Context: an optimization exercise on an open-source flow, tuned for small area. The choices shown serve that exercise and are no tape-out recipe. RTL that was checked went through simulation tests only; none was proved equivalent to the original. No functional check of the RTL was part of run 2. No activity file was given, so power comes from the tool's default toggle rates.

==> design/flow/design.v <==
module lut(
    input  [1:0] s,
    input  [6:0] y,
    input  [6:0] x,
    output white
    );
    wire [6:0] px = x - 7'd65, py = y - 7'd65;
    wire [5:0] i = px[6] ? ~px[5:0] : px[5:0];
    wire [5:0] j = py[6] ? ~py[5:0] : py[5:0];
    localparam [8191:0] T = 8192'h3ff0000000000007fff000000000003ffff00000000000fffff00000000007fffff0000000001ffffff0000000007ffffff000000000fffffff000000003fffffff000000007ffffe0000000001ffffe00000000003ffff000000000007fff800000000000fffe000000000003fffc000000000007fff000000000000fffc000000000000fff8000000000001fff0000000000003ffc0000000000007ff8000000000000fff0000000000000ffe0000000000001ffc0000000000003ff80000000000003ff80000000000007ff0000000000000ffe0000000000000ffc0000000000001ffc0000000000001ff80000000000003ff80000000000003ff00000000000003fe00000000000007fe00000000000007fc0000000000000ffc0000000000000ffc0000000000000ff80000000000001ff80000000000001ff80000000000001ff00000000000001ff00000000000001ff00000000000003ff00000000000003fe00000000000003fe00000000000003fe00000000000003fe00000000000003fe00000000000003fe00000000000003fe00000000000003fe00000000000003fe00000000000000000000000000000000000000000000000000000000000000000000000000000000000000000000000000000000000000000000000000000000000000000000000000000000000007fe00000000000007ff00000000000007ff80000000000007ffc0000000000007ffe0000000000007fff0000000000007fff8000000000007fff8000000000007fffc000000000007fffe000000000003ffff000000000001ffff800000000000ffffc000000000007fffe000000000003ffff000000000001ffff8000000000007fffc000000000003fffe000000000001ffff000000000000ffff0000000000007fff8000000000003fffc000000000001fffe000000000000ffff0000000000007fff8000000000003fffc000000000001fffe0000000000007fff0000000000003fff8000000000001fffc000000000000fffe0000000000007ffe0000000000003fff0000000000001fff8000000000000fffc0000000000007ffe0000000000003fff0000000000001fff80000000000007ffc0000000000003ffe0000000000001fff0000000000000fff80000000000007ffc0000000000003ffc0000000000001ffe0000000000000fff00000000000007ff80000000000003ffc0000000000001ffe00000000000007ff00000000000003ff00000000000001ff00000000000000ff000000000000007f000000000000003f;
    wire blk = T[{s[1], j, i}];
    assign white = (s[0] | s[1]) & ~blk;
endmodule
module debouncer(
    input  clk,
    input  rst,
    input  I,
    output reg p
    );
    localparam [16:0] SEED = 17'h00001;
    localparam [16:0] TERM = 17'h00102;   
    localparam [16:0] POL  = 17'h0aaaa;   
    reg o, k;
    reg [16:0] q;                         
    wire [16:0] c = q ^ POL;
    wire m = I ^ o;                       
    wire term = (c == TERM);
    wire km = k & m;
    always @(posedge clk or posedge rst)
        if (rst) begin
            o <= 1'b0;
            k <= 1'b0;
        end else begin
            o <= o ^ (km & term);
            k <= m & ~(k & term);
        end
    always @(posedge clk) begin
        q <= (km ? {c[15:0], c[16] ^ c[13]} : SEED) ^ POL;
        p <= ~k & o & c[2];
    end
endmodule
`timescale 1ns / 1ps
module tictactoe_vga(
    input clk,
    input btnCpuReset,       
    input btnC,
    input btnR,
    input btnL,
    input btnU,
    input btnD,
    output HS,
    output VS,
    output [3:0] vgaR,
    output [3:0] vgaG,
    output [3:0] vgaB
    );
    wire rst = ~btnCpuReset;
    wire pC, pR, pL, pU, pD;
    debouncer dbC (.clk(clk), .rst(rst), .I(btnC), .p(pC));
    debouncer dbL (.clk(clk), .rst(rst), .I(btnL), .p(pL));
    debouncer dbR (.clk(clk), .rst(rst), .I(btnR), .p(pR));
    debouncer dbU (.clk(clk), .rst(rst), .I(btnU), .p(pU));
    debouncer dbD (.clk(clk), .rst(rst), .I(btnD), .p(pD));
    reg [1:0] col, row;      
    reg       wdo;           
    reg [8:0] mx, mo;        
    reg [8:0] vx, vo;        
    function [8:0] lines;    
        input [8:0] b;
        lines = {b[2] & b[4] & b[6], b[0] & b[4] & b[8],
                 b[2] & b[5] & b[8], b[1] & b[4] & b[7], b[0] & b[3] & b[6],
                 b[6] & b[7] & b[8], b[3] & b[4] & b[5], b[0] & b[1] & b[2]};
    endfunction
    wire xwon = |lines(mx);
    wire owon = |lines(mo);
    wire over = xwon | owon;
    wire [3:0] cidx = {row, 2'b00} - {2'b00, row} + {2'b00, col};   
    wire [8:0] csel = 9'd1 << cidx;
    wire cempty = ~|((mx | mo) & csel);
    always @(posedge clk or posedge rst)
        if (rst) begin
            col <= 2'd0;
            row <= 2'd0;
            wdo <= 1'b0;
            mx  <= 9'd0;
            mo  <= 9'd0;
        end else begin
            if (pR & ~pL)
                col <= (col == 2'd2) ? 2'd0 : col + 2'd1;
            else if (pL & ~pR)
                col <= (col == 2'd0) ? 2'd2 : col - 2'd1;
            if (pD & ~pU)
                row <= (row == 2'd2) ? 2'd0 : row + 2'd1;
            else if (pU & ~pD)
                row <= (row == 2'd0) ? 2'd0 : row - 2'd1;
            if (pC) begin
                if (over) begin
                    wdo <= ~owon;    
                    mx  <= 9'd0;
                    mo  <= 9'd0;
                end else begin
                    if (cempty)
                        wdo <= ~wdo;
                    mx <= (mx & ~csel) | (wdo ? 9'd0 : csel);
                    mo <= (mo & ~csel) | (wdo ? csel : 9'd0);
                end
            end
        end
    reg [1:0] cc;
    reg [9:0] hc, vc;
    reg [1:0] fc;
    wire ct = (cc == 2'd3);
    wire ht = (hc == 10'd799);
    wire vt = (vc == 10'd524);
    always @(posedge clk or posedge rst)
        if (rst) begin
            cc <= 2'd0;
            hc <= 10'd0;
            vc <= 10'd0;
            fc <= 2'd0;
            vx <= 9'd0;
            vo <= 9'd0;
        end else begin
            cc <= cc + 2'd1;
            if (ct) begin
                hc <= ht ? 10'd0 : hc + 10'd1;
                if (ht) begin
                    vc <= vt ? 10'd0 : vc + 10'd1;
                    if (vt)
                        fc <= fc + 2'd1;
                end
            end
            if (vt) begin
                vx <= mx;
                vo <= mo;
            end
        end
    wire [9:0] hx = hc - 10'd271;
    wire [9:0] vy = vc - 10'd82;
    wire [1:0] d = hx[8:7], u = vy[8:7];
    wire [6:0] x = hx[6:0], y = vy[6:0];
    wire on_screen = (hc > 10'd144) && (hc <= 10'd784) && (vc > 10'd35) && (vc <= 10'd515);
    wire in_range  = (hc >= 10'd271) && (hc <= 10'd654) && (vc >= 10'd82) && (vc <= 10'd465);
    wire grid = (hc == 10'd271) || (x == 7'd127) || (vc == 10'd82) || (y == 7'd127);
    wire [3:0] vidx = {u, 2'b00} - {2'b00, u} + {2'b00, d};    
    wire [8:0] vsel = 9'd1 << vidx;
    wire sx = |(vx & vsel);
    wire so = |(vo & vsel);
    wire [7:0] vl = lines(vx) | lines(vo);
    wire vover = |vl;
    wire [8:0] onl = {vl[2] | vl[5] | vl[6], vl[2] | vl[4], vl[2] | vl[3] | vl[7],
                      vl[1] | vl[5],         vl[1] | vl[4] | vl[6] | vl[7], vl[1] | vl[3],
                      vl[0] | vl[5] | vl[7], vl[0] | vl[4], vl[0] | vl[3] | vl[6]};
    wire green = |(onl & vsel);
    wire cur = (row == u) && (col == d) && ~fc[1] && ~vover;
    wire white;
    lut spr (.s({so, sx}), .y(y), .x(x), .white(white));
    reg dw;                  
    reg hs, vs, rb, g;
    always @(posedge clk) begin
        dw <= white;
        hs <= (hc <= 10'd96);
        vs <= (vc <= 10'd2);
        rb <= on_screen & (~in_range | (~grid & (cur | dw)));
        g  <= on_screen & (~in_range | (~grid & (cur | dw | green)));
    end
    assign HS = hs;
    assign VS = vs;
    assign vgaR = {4{rb}};
    assign vgaG = {4{g}};
    assign vgaB = {4{rb}};
endmodule
==> design/flow/run.sh <==
#!/bin/bash
# synth_recipe.tcl (not shown) runs the flow's synth.tcl, then flattens the netlist and writes it again
# the make line also repeats each setting of config.mk as NAME=value (left out here)
make -C /OpenROAD-flow-scripts/flow DESIGN_CONFIG=/design/flow/config.mk WORK_HOME=/design/flow/orfs CLKGATE_MAP_FILE= SYNTH_SCRIPT=/design/flow/synth_recipe.tcl finish
==> design/flow/config.mk <==
export PLATFORM = sky130hd
export DESIGN_NAME = tictactoe_vga
export DESIGN_NICKNAME = tictactoe_vga
export VERILOG_FILES = /design/flow/design.v
export SDC_FILE = /design/flow/constraint.sdc
export NUM_CORES = 4
export LEC_CHECK = 0
export ABC_AREA = 1
export CAP_MARGIN = 20
export CORE_MARGIN = 2
export CORE_UTILIZATION = 40
export SLEW_MARGIN = 20
export SYNTH_MEMORY_MAX_BITS = 1048576
==> design/flow/constraint.sdc <==
create_clock -name core_clock -period 10.0 [get_ports {clk}]
set_input_delay 2.0000 -clock core_clock [delete_from_list [all_inputs] [get_ports {clk}]]
set_output_delay 2.0000 -clock core_clock [all_outputs]
set_load 0.01 [all_outputs]
==> flow_results.org, run 1 <==
** Power
- Maximum VDD drop :: roughly 130 uV
- In this run the static leakage power is between 5 and 6 nW.
- PwrDens :: around 140 mW/mm^2

** Critical path
- Required time of the critical path :: slightly above 10,000 ps
- CP most frequent cell :: sky130_fd_sc_hd__nand2_1
- Classification of the worst setup path :: register to register
- Worst stage delay on the critical path :: 520 ps
- Slowest cell on the critical path :: sky130_fd_sc_hd__dfrtp_1
- Cell breakdown of the critical path :: inv_1 > ha_1 > nand2_1 > nand2_1 > a21oi_1 > inv_1 > nand2_1 > nand2_1 > inv_1 > ha_1 > inv_1 > fa_1 > xnor2_1 > inv_1 > nor3_1 > nand2_1 > o21ai_0 > a211oi_1 > nand4_1 > nand2_1 > a21oi_1
- Endpoint arrival time on the critical path :: just over 4000 ps
- Startpoint Class :: register
- In this run the worst path has a maximum fanout of 8.
- Endpoint type of the worst setup path :: register

** Timing
- Based on the critical path, the design can be clocked at up to approximately 260 MHz.
- Final setup fails :: 0
- Slew Limit Fails :: 0
- Fin Clk Skew :: 12.7 ps
- Setup repair after global routing left no endpoint under its margin.
- Max_slew headroom :: between 30% and 40%
- The count of final hold-check violations came to 0.
- Portion of the clock cycle consumed by the worst path in the final layout :: a little under two fifths
- The tightest hold path in the finished design has a slack of about 380 ps.
- Summed negative setup slack over all endpoints :: 0 ps
- Subtracting the final worst setup slack from the clock period gives between 3000 and 4000 ps.
- Actual transition at the worst max-transition pin :: around 910 ps

** Die
- Placeable core area :: around 0.024 sq mm
- Measured along the x axis, the die boundary spans between 150 and 200 um.
- 21 I/O pins were placed.
- The floorplan has 57 rows.
- The die is about 160 um tall.
- For this configuration, the core starts out at a cell density of 41.0%.
- Die Footprint :: 0.0263 sq mm

** Final layout
- After routing the design area is ~0.011 sq mm.
- Layout Cells excl Fill :: around 1,700
- # diodes :: 0
- Final core utilization :: a little under half
- The post-route netlist has 8.67% of its cells at a drive strength greater than 1.
- Fill cells in the final layout number 2,448.
- Commonest cells after routing, fill and taps aside :: 364 x sky130_fd_sc_hd__nand2_1, 153 x sky130_fd_sc_hd__nor2_1, 150 x sky130_fd_sc_hd__inv_1
- Relative to the synthesized area, the layout overhead comes to 9.85%.
- Commonest non-fill, non-tap cell in the layout :: sky130_fd_sc_hd__nand2_1
- The net count of the finished layout is approximately 1,400.

** Synth
- The cell area that synthesis handed to floorplanning was 0.0100 sq mm.
- In the synthesized netlist the dominant register cell turns out to be sky130_fd_sc_hd__dfxtp_1.
- Synthesis inferred between 150 and 200 register bits.
- Share of the yosys chip area belonging to registers :: roughly 38%
- The synthesized netlist contains 57 unique library cells.
- For this run, the number of Yosys warnings is 2.
- Share of synthesized flip-flops with an asynchronous set or reset :: between 40% and 50%
- Count of flip-flops with a built-in enable after synthesis :: 0
- Avg Cell Area, Syn :: 7.21 sq um
- After technology mapping, the gate count stands at 1,391.
- Post-synth net total :: roughly 1,400

** Global route
- Maximum number of pins on one net before global-route repair :: 70
- GRT Util Overall :: a little under a fifth
- The number of antenna violations at the first check in global routing is 0.
- The first global-routing pass estimated ~42,000 um of wire.
- Remaining global-route overflow :: 0
- The via count of the first global-routing pass is ~8,500.

** Clock network
- At the later pin of the worst-skew pair, clock insertion delay measures about 430 ps.
- TritonCTS built the clock tree.
- TritonCTS Sinks :: 170
- Count of cells resized by post-cts repair :: 0
- CTS root buf :: sky130_fd_sc_hd__clkbuf_16
- Clock tree buffer depth :: 2
- In this run, post-CTS hold repair placed 0 buffers.
- Number of H-tree levels :: 4
- Buffers added to address setup during post-CTS repair amount to 0.
- TritonCTS Buffers :: 17
- Clock slew at reported path FFs :: around 80 ps

** Drt
- Across all layers, the routed design uses 8,909 vias.
- After detailed routing, the number of remaining DRC violations is 0.
- The first detailed-routing pass took 5 iterations.
- Antenna-violating nets left :: 0
- In the final routed layout, each cell accounts on average for around 14 um.
- For this block, the routed nets add up to ~24,000 um of wire.
- Number of DRC violations after detailed-routing iteration 0 :: 870
- Using the TritonRoute via totals, the vias-per-cell ratio works out to 5.15.

** Status
- The flow ran to the end and the layout has no timing, DRC or antenna violations.

** Placement
- Inst Count DP :: around 1,700
- Port buffering added 20 buffers.
- Post-Place Cell Area :: approximately 0.010 sq mm
- At the end of routability-driven placement, the weighted congestion stood at slightly above 0.9.
- Sum of net half-perimeters after detailed placement :: ~18,000 um

** Min path
- Hold Crit Class :: register to register

** Run
- Across the run, the number of max-cap violations was 0.
[synth_stat cells (9+ instances only)]
| cell | number | area share (%) |
|---|---|---|
| sky130_fd_sc_hd__nor4_1 | 18 | 1.1 |
| sky130_fd_sc_hd__o22ai_1 | 11 | 0.69 |
| sky130_fd_sc_hd__inv_1 | 150 | 5.6 |
| sky130_fd_sc_hd__nand4_1 | 25 | 1.6 |
| sky130_fd_sc_hd__dfxtp_1 | 95 | 19 |
| sky130_fd_sc_hd__xor2_1 | 27 | 2.4 |
| sky130_fd_sc_hd__clkbuf_1 | 9 | 0.34 |
| sky130_fd_sc_hd__o21ai_0 | 52 | 2.6 |
| sky130_fd_sc_hd__nor3_1 | 30 | 1.5 |
| sky130_fd_sc_hd__nand2_4 | 15 | 1.7 |
| sky130_fd_sc_hd__dfrtp_1 | 75 | 19 |
| sky130_fd_sc_hd__ha_1 | 22 | 2.7 |
| sky130_fd_sc_hd__nand2_2 | 27 | 1.7 |
| sky130_fd_sc_hd__o31ai_1 | 11 | 0.82 |
| sky130_fd_sc_hd__a21oi_1 | 34 | 1.7 |
| sky130_fd_sc_hd__nand3_1 | 132 | 6.6 |
| sky130_fd_sc_hd__buf_4 | 16 | 1.2 |
| sky130_fd_sc_hd__nor2_1 | 153 | 5.7 |
| sky130_fd_sc_hd__xnor2_1 | 10 | 0.87 |
| sky130_fd_sc_hd__buf_2 | 11 | 0.55 |
| sky130_fd_sc_hd__nand2_1 | 364 | 14 |
[flip-flops by register name, summed over array words and instances (netlist names), 2 cells and up]
signal,flops
row,2
mx,9
dbD.q,17
col,2
mo,9
dbU.q,17
hc,10
vc,10
vo,9
fc,2
dbC.q,17
cc,2
vx,9
dbR.q,17
dbL.q,17
[logic make-up (layout without fill, tap and decap cells)]
family,Yosys count,count (layout),synth area share (%)
AND/OR/NAND/NOR,800,800,37.2
buffers and inverters,205,221,8.72
flip-flops,170,170,37.7
AO/OA/AOI/OAI,150,150,9.00
XOR/XNOR,42,42,4.27
adder cells (fa/ha/maj),24,24,3.14
[critical path, delay by kind of cell (launching register included)]
family / cells / cell delay [ps]
xor+xnor: 1 / 340
compound gates: 4 / 570
flops: 1 / 520
fa+ha+maj: 3 / 750
buf+inv: 5 / 500
simple gates: 8 / 1010
[metal layers]
layer	GRT usage [%]	share of wire, %	vias up
li1	-	-	4532
met1	26.4	47	4050
met2	30.6	46	270
met3	2.50	4.4	57
met4	7.32	2.4	0
met5	0	0	-
[per-stage QoR]
step	total power, mW	worst slack [ps]
finish	1.52	6230
global route	1.59	5730
CTS	1.54	6240
detailed placement	0.881	6260
global placement	0.879	6320
floorplan	0.837	6750
[cell type report]
cell class                      count  area (sq um)  share of cell area [%]
Multi-Input combinational cell   1016          5370                    48.8
Sequential cell                   170          3780                    34.3
Inverter                          167           634                    5.76
Clock buffer                       18           439                    3.99
Tap cell                          324           405                    3.68
Timing Repair Buffer               22           213                    1.93
Clock inverter                     14           170                    1.55
[where the power goes]
group | leakage (nW) | switching, mW | total [mW] | internal (mW)
clock | 0.298 | 0.308 | 0.655 | 0.346
sequential | 1.75 | 0.0225 | 0.727 | 0.705
combinational | 2.99 | 0.0923 | 0.139 | 0.0469
total | 5.04 | 0.423 | 1.52 | 1.10
[path summary, 6_finish.rpt]
check / from / end / slack (ps) / depth (start not counted)
min in group asynchronous: btnCpuReset / vo[8] / 1370 / 1
setup / recovery: vc[1] / g / 6230 / 21
hold / removal: dbC.q[8] / dbC.q[9] / 380 / 1
setup reg to reg: vc[1] / g / 6230 / 21
hold reg to reg: dbC.q[8] / dbC.q[9] / 380 / 1
max in group asynchronous: btnCpuReset / hc[9] / 7540 / 2
==> inputs of run 2 (changes only) <==
--- a/design/flow/design.v
+++ b/design/flow/design.v
@@ -66,4 +66,5 @@
     reg [8:0] mx, mo;        
     reg [8:0] vx, vo;        
+    reg       vvalid;        
     function [8:0] lines;    
         input [8:0] b;
@@ -119,6 +120,5 @@
             vc <= 10'd0;
             fc <= 2'd0;
-            vx <= 9'd0;
-            vo <= 9'd0;
+            vvalid <= 1'b0;
         end else begin
             cc <= cc + 2'd1;
@@ -131,8 +131,11 @@
                 end
             end
-            if (vt) begin
-                vx <= mx;
-                vo <= mo;
-            end
+            if (vt)
+                vvalid <= 1'b1;
+        end
+    always @(posedge clk)
+        if (vt) begin
+            vx <= mx;
+            vo <= mo;
         end
     wire [9:0] hx = hc - 10'd271;
@@ -145,12 +148,12 @@
     wire [3:0] vidx = {u, 2'b00} - {2'b00, u} + {2'b00, d};    
     wire [8:0] vsel = 9'd1 << vidx;
-    wire sx = |(vx & vsel);
-    wire so = |(vo & vsel);
+    wire sx = vvalid & |(vx & vsel);
+    wire so = vvalid & |(vo & vsel);
     wire [7:0] vl = lines(vx) | lines(vo);
-    wire vover = |vl;
+    wire vover = vvalid & |vl;
     wire [8:0] onl = {vl[2] | vl[5] | vl[6], vl[2] | vl[4], vl[2] | vl[3] | vl[7],
                       vl[1] | vl[5],         vl[1] | vl[4] | vl[6] | vl[7], vl[1] | vl[3],
                       vl[0] | vl[5] | vl[7], vl[0] | vl[4], vl[0] | vl[3] | vl[6]};
-    wire green = |(onl & vsel);
+    wire green = vvalid & |(onl & vsel);
     wire cur = (row == u) && (col == d) && ~fc[1] && ~vover;
     wire white;
--- a/design/flow/config.mk
+++ b/design/flow/config.mk
@@ -10,4 +10,5 @@
 export CORE_MARGIN = 2
 export CORE_UTILIZATION = 40
+export CTS_BUF_LIST = sky130_fd_sc_hd__clkbuf_8
 export SLEW_MARGIN = 20
 export SYNTH_MEMORY_MAX_BITS = 1048576
==> flow_results.org, run 2 <==
** Synth
- The total number of yosys warnings was 2 (unchanged).
- The post-synthesis cell count came to 1,348 (-3.1%).
- The flip-flop and latch count after synthesis is 171 (+0.59%).
- Count of flip-flops with a built-in enable after synthesis :: 18 (+18)
- Synthesized cell area :: 0.00986 sq mm (-1.6%)
- Number of library cell types mapped by synthesis :: 55 (-3.5%)
- The synthesized netlist net count is 1,379 (-3.0%).
- The most common cell in the synthesized netlist is sky130_fd_sc_hd__nand2_1.
- The fraction of registers with async set/reset was 33.9% (-10 points).
- Most area-consuming cells after synthesis :: sky130_fd_sc_hd__dfxtp_1 19%, sky130_fd_sc_hd__dfrtp_1 15%, sky130_fd_sc_hd__nand2_1 14%, sky130_fd_sc_hd__nand3_1 6.6%, sky130_fd_sc_hd__inv_1 5.7%
- Summed over all instances, the cell type with the most area after synthesis is sky130_fd_sc_hd__dfxtp_1.
- Share of the yosys chip area belonging to registers :: 39.5% (+1.8 points)
- Share of the synthesized area in the top cell type :: 19.3% (+0.31 points)
- The average instance area after synthesis came to 7.32 sq um (+1.5%).
- For this run, the leading register cell type out of synthesis is sky130_fd_sc_hd__dfxtp_1.
- Top cells by instance count after synthesis :: 357 x sky130_fd_sc_hd__nand2_1, 150 x sky130_fd_sc_hd__inv_1, 139 x sky130_fd_sc_hd__nor2_1, 130 x sky130_fd_sc_hd__nand3_1, 95 x sky130_fd_sc_hd__dfxtp_1

** Drt
- The detail-routed net length per standard cell was 14.7 um (+5.1%).
- The DRC violations left was 0 (unchanged).
- Antenna-violating nets left :: 0 (unchanged)
- Total iterations of the first detailed-routing run :: 7 (+2)
- Vias per cell :: 5.23 (+1.6%)
- Number of DRC violations after detailed-routing iteration 0 :: 835 (-4.0%)
- Routed via count :: 8,833 (-0.85%)
- Final routed wirelength across all metal layers :: 24,800 um (+2.6%)

** Clock network
- TritonCTS Buffers :: 17 (unchanged)
- The number of post-CTS setup repair buffers was 0 (unchanged).
- Clock latency on the worst-skew pair :: 470 ps (+40 ps)
- Clock slew at reported path FFs :: 100 ps (+20 ps)
- TritonCTS Sinks :: 171 (+0.59%)
- Count of cells resized by post-cts repair :: 0 (unchanged)
- Clock tree buffer depth :: 2 (unchanged)
- The maximum level of the CTS H-tree came to 4 (unchanged).
- Clock tree from TritonCTS :: yes
- The number of hold buffers added after cts is 0 (unchanged).
- The root buffer cell chosen for the clock tree is sky130_fd_sc_hd__clkbuf_8.

** Final layout
- Layout Cells excl Fill :: 1,690 (-2.4%)
- The final net count came to 1,384 (-2.9%).
- Compared with the post-synthesis result, the final layout area differs by 7.43%.
- Commonest cells after routing, fill and taps aside :: 357 x sky130_fd_sc_hd__nand2_1, 151 x sky130_fd_sc_hd__inv_1, 139 x sky130_fd_sc_hd__nor2_1
- The fraction of final layout cells with drive strength greater than 1 came to 8.57% (-0.11 points).
- Commonest non-fill, non-tap cell in the layout :: sky130_fd_sc_hd__nand2_1
- Final core utilization :: 43.7% (-1.3 points)
- The final instance area came to 0.0106 sq mm (-3.8%).
- # diodes :: 0 (unchanged)

** Timing
- Actual transition at the worst max-transition pin :: 841 ps (-70.4 ps)
- The setup skew after layout was 17.5 ps (+4.73 ps).
- Hold slack final :: 381 ps (-1.28 ps)
- The count of final hold-check violations was 0 (unchanged).
- Setup repair after global routing left no endpoint under its margin.
- The fmax came to 252 MHz (-5.0%).
- The number of max-slew violations in the final report came to 0 (unchanged).
- The ratio of final minimum period to clock period came to 39.7% (+2.0 points).
- Max_slew headroom :: 43.8% (+4.6 points)
- Final setup fails :: 0 (unchanged)
- The total negative slack for setup checks came to 0 ps (unchanged).
- The minimum setup slack in the final design is 6030 ps (-199 ps).
- Period minus WS final :: 3970 ps (+199 ps)

** Power
- Maximum VDD drop :: 107 uV (-20%)
- PwrDens :: 127 mW/mm^2 (-7.9%)
- The total design power came to 1.35 mW (-11%).
- The leakage power is 4.82 nW (-4.3%).

** Global route
- Remaining global-route overflow :: 0 (unchanged)
- Maximum number of pins on one net before global-route repair :: 59 (-16%)
- Number of antenna violations at the first check in global routing :: 0 (unchanged)
- Via count of the first global-routing pass :: 8,460 (-0.32%)
- The wire length of the first global-routing pass was 41,500 um (-0.17%).
- GRT Util Overall :: 19.6% (+0.49 points)

** Status
- The flow ran to the end and the layout has no timing, DRC or antenna violations.

** Critical path
- The slowest stage of the critical path is the sky130_fd_sc_hd__nor4_1 cell.
- Maximum fanout along the worst path :: 8 (unchanged)
- Cell breakdown of the critical path :: inv_1 > ha_1 > nand2_1 > nand2_1 > a21oi_1 > or2_2 > nand2_2 > ha_1 > inv_1 > fa_1 > xor2_1 > inv_2 > nor4_1 > nand2_1 > o21ai_1 > a21oi_1 > nand3_1 > nand2_1 > inv_1 > nand3_1 > nand2_1 > nor2_2
- CP most frequent cell :: sky130_fd_sc_hd__nand2_1
- Worst stage delay on the critical path :: 600 ps (+80 ps)
- The number of buffers and inverters on the critical path is 4 (-1).
- The cell family contributing the most delay on the critical path is simple AND/OR/NAND/NOR gates.
- STA classifies the critical path endpoint as a register.
- Classification of the worst setup path :: register to register
- STA classifies the critical path startpoint as a register.
- The endpoint required time on the critical path was 10,370 ps (about the same).
- Endpoint arrival time on the critical path :: 4350 ps (+210 ps)

** Die
- The area of the core is 0.0242 sq mm (-0.87%).
- The die outline area was 0.0259 sq mm (-1.6%).
- The top-level port count came to 21 (unchanged).
- Number of placement rows :: 57 (unchanged)
- The die boundary height came to 161 um (-0.79%).
- The starting density of the core came to 40.7% (-0.31 points).
- Chip Width :: 161 um (-0.79%)

** Placement
- Post-Place Cell Area :: 0.0102 sq mm (-1.7%)
- Sum of net half-perimeters after detailed placement :: 18,500 um (+1.5%)
- The number of placed instances with taps included is 1,658 (-2.4%).
- Post-placement worst setup slack :: 6040 ps (-218 ps)
- The final weighted congestion in routability-driven placement came to 0.959 (+4.6%).
- Number of buffers added on ports :: 20 (unchanged)

** Min path
- The path class of the tightest hold or removal check is register to register.

** Run
- The max-cap check violation count is 0 (unchanged).
==> run 2: cell families (layout without fill, tap and decap cells) <==
logic type	count (synthesis)	after routing	share of synthesized area [%]
simple gates	763	763	35.2
compound gates	147	147	9.04
flops	171	171	39.5
buf+inv	206	224	9.04
fa+ha+maj	24	24	3.20
xor+xnor	37	37	4.05
==> run 2: worst register-to-register path, delay by kind of cell, from the launching register on <==
kind | cells | cell delay, ps
buffers and inverters | 4 | 420
adders and majority gates | 3 | 750
AOI/OAI and AO/OA | 3 | 260
DFF | 1 | 500
and+or+nand+nor | 11 | 1650
xor gates and xnor gates | 1 | 270
==> run 2: metal layers <==
| metal | GRT usage [%] | vias up | part of all wire, % | routed length (um) |
|---|---|---|---|---|
| met3 | 3.21 | 83 | 5.3 | 1310 |
| met4 | 9.98 | 0 | 3.8 | 933 |
| met1 | 24.6 | 4031 | 44 | 10800 |
| li1 | - | 4407 | - | - |
| met5 | 0 | - | 0 | 0 |
| met2 | 32.8 | 312 | 47 | 11700 |
==> run 2: final cells by class <==
| cell class | count | area [sq um] |
|---|---|---|
| timing repair buffer | 22 | 210 |
| tap | 324 | 405 |
| clock buffer | 17 | 234 |
| inverter | 170 | 638 |
| sequential | 171 | 3890 |
| clock inverter | 15 | 131 |
| multi-input combinational | 971 | 5080 |
| fill | 2517 | 13700 |
==> run 2: path summary, 6_finish.rpt <==
kind | end | slack (ps) | depth (start not counted) | from
max | dw | 6030 | 22 | vc[1]
min | dbD.q[11] | 380 | 1 | dbD.q[10]
max reg2reg | dw | 6030 | 22 | vc[1]
min reg2reg | dbD.q[11] | 380 | 1 | dbD.q[10]
max in group asynchronous | mo[1] | 7740 | 2 | btnCpuReset
min in group asynchronous | vc[0] | 1710 | 2 | btnCpuReset
==> run 2: power by group <==
part	internal [mW]	total (mW)	switching (mW)	leakage (nW)
Clock	0.181	0.464	0.283	0.192
Sequential	0.722	0.747	0.0249	1.67
Combinational	0.0485	0.137	0.0887	2.96

[re-timing with driven ports]
In the flow no input, the clock included, has a driving cell. The finished layouts below were timed again as built, in two steps. Step 1 (the two cells are an assumption about what drives the block):
set clk [get_ports {clk}]
set_driving_cell -lib_cell sky130_fd_sc_hd__clkbuf_16 $clk
set_driving_cell -lib_cell sky130_fd_sc_hd__buf_2 [delete_from_list [all_inputs] $clk]
Step 2, shift: input delay + t, output delay - t, t = (earliest + latest rising clock arrival at the registers) / 2. This alone moves slack from input paths to output paths. Slacks: no drivers / after step 1 / after step 2; pairs: no drivers / after step 1.
run | shift t [ns] | slack for setup (ns) | pins driven straight from the clock port
run 1 | 0.468 | 6.225 / 6.225 / 6.225 | 1
run 2 | 0.500 | 6.026 / 6.026 / 6.026 | 1
After both steps every run listed still meets setup and hold.
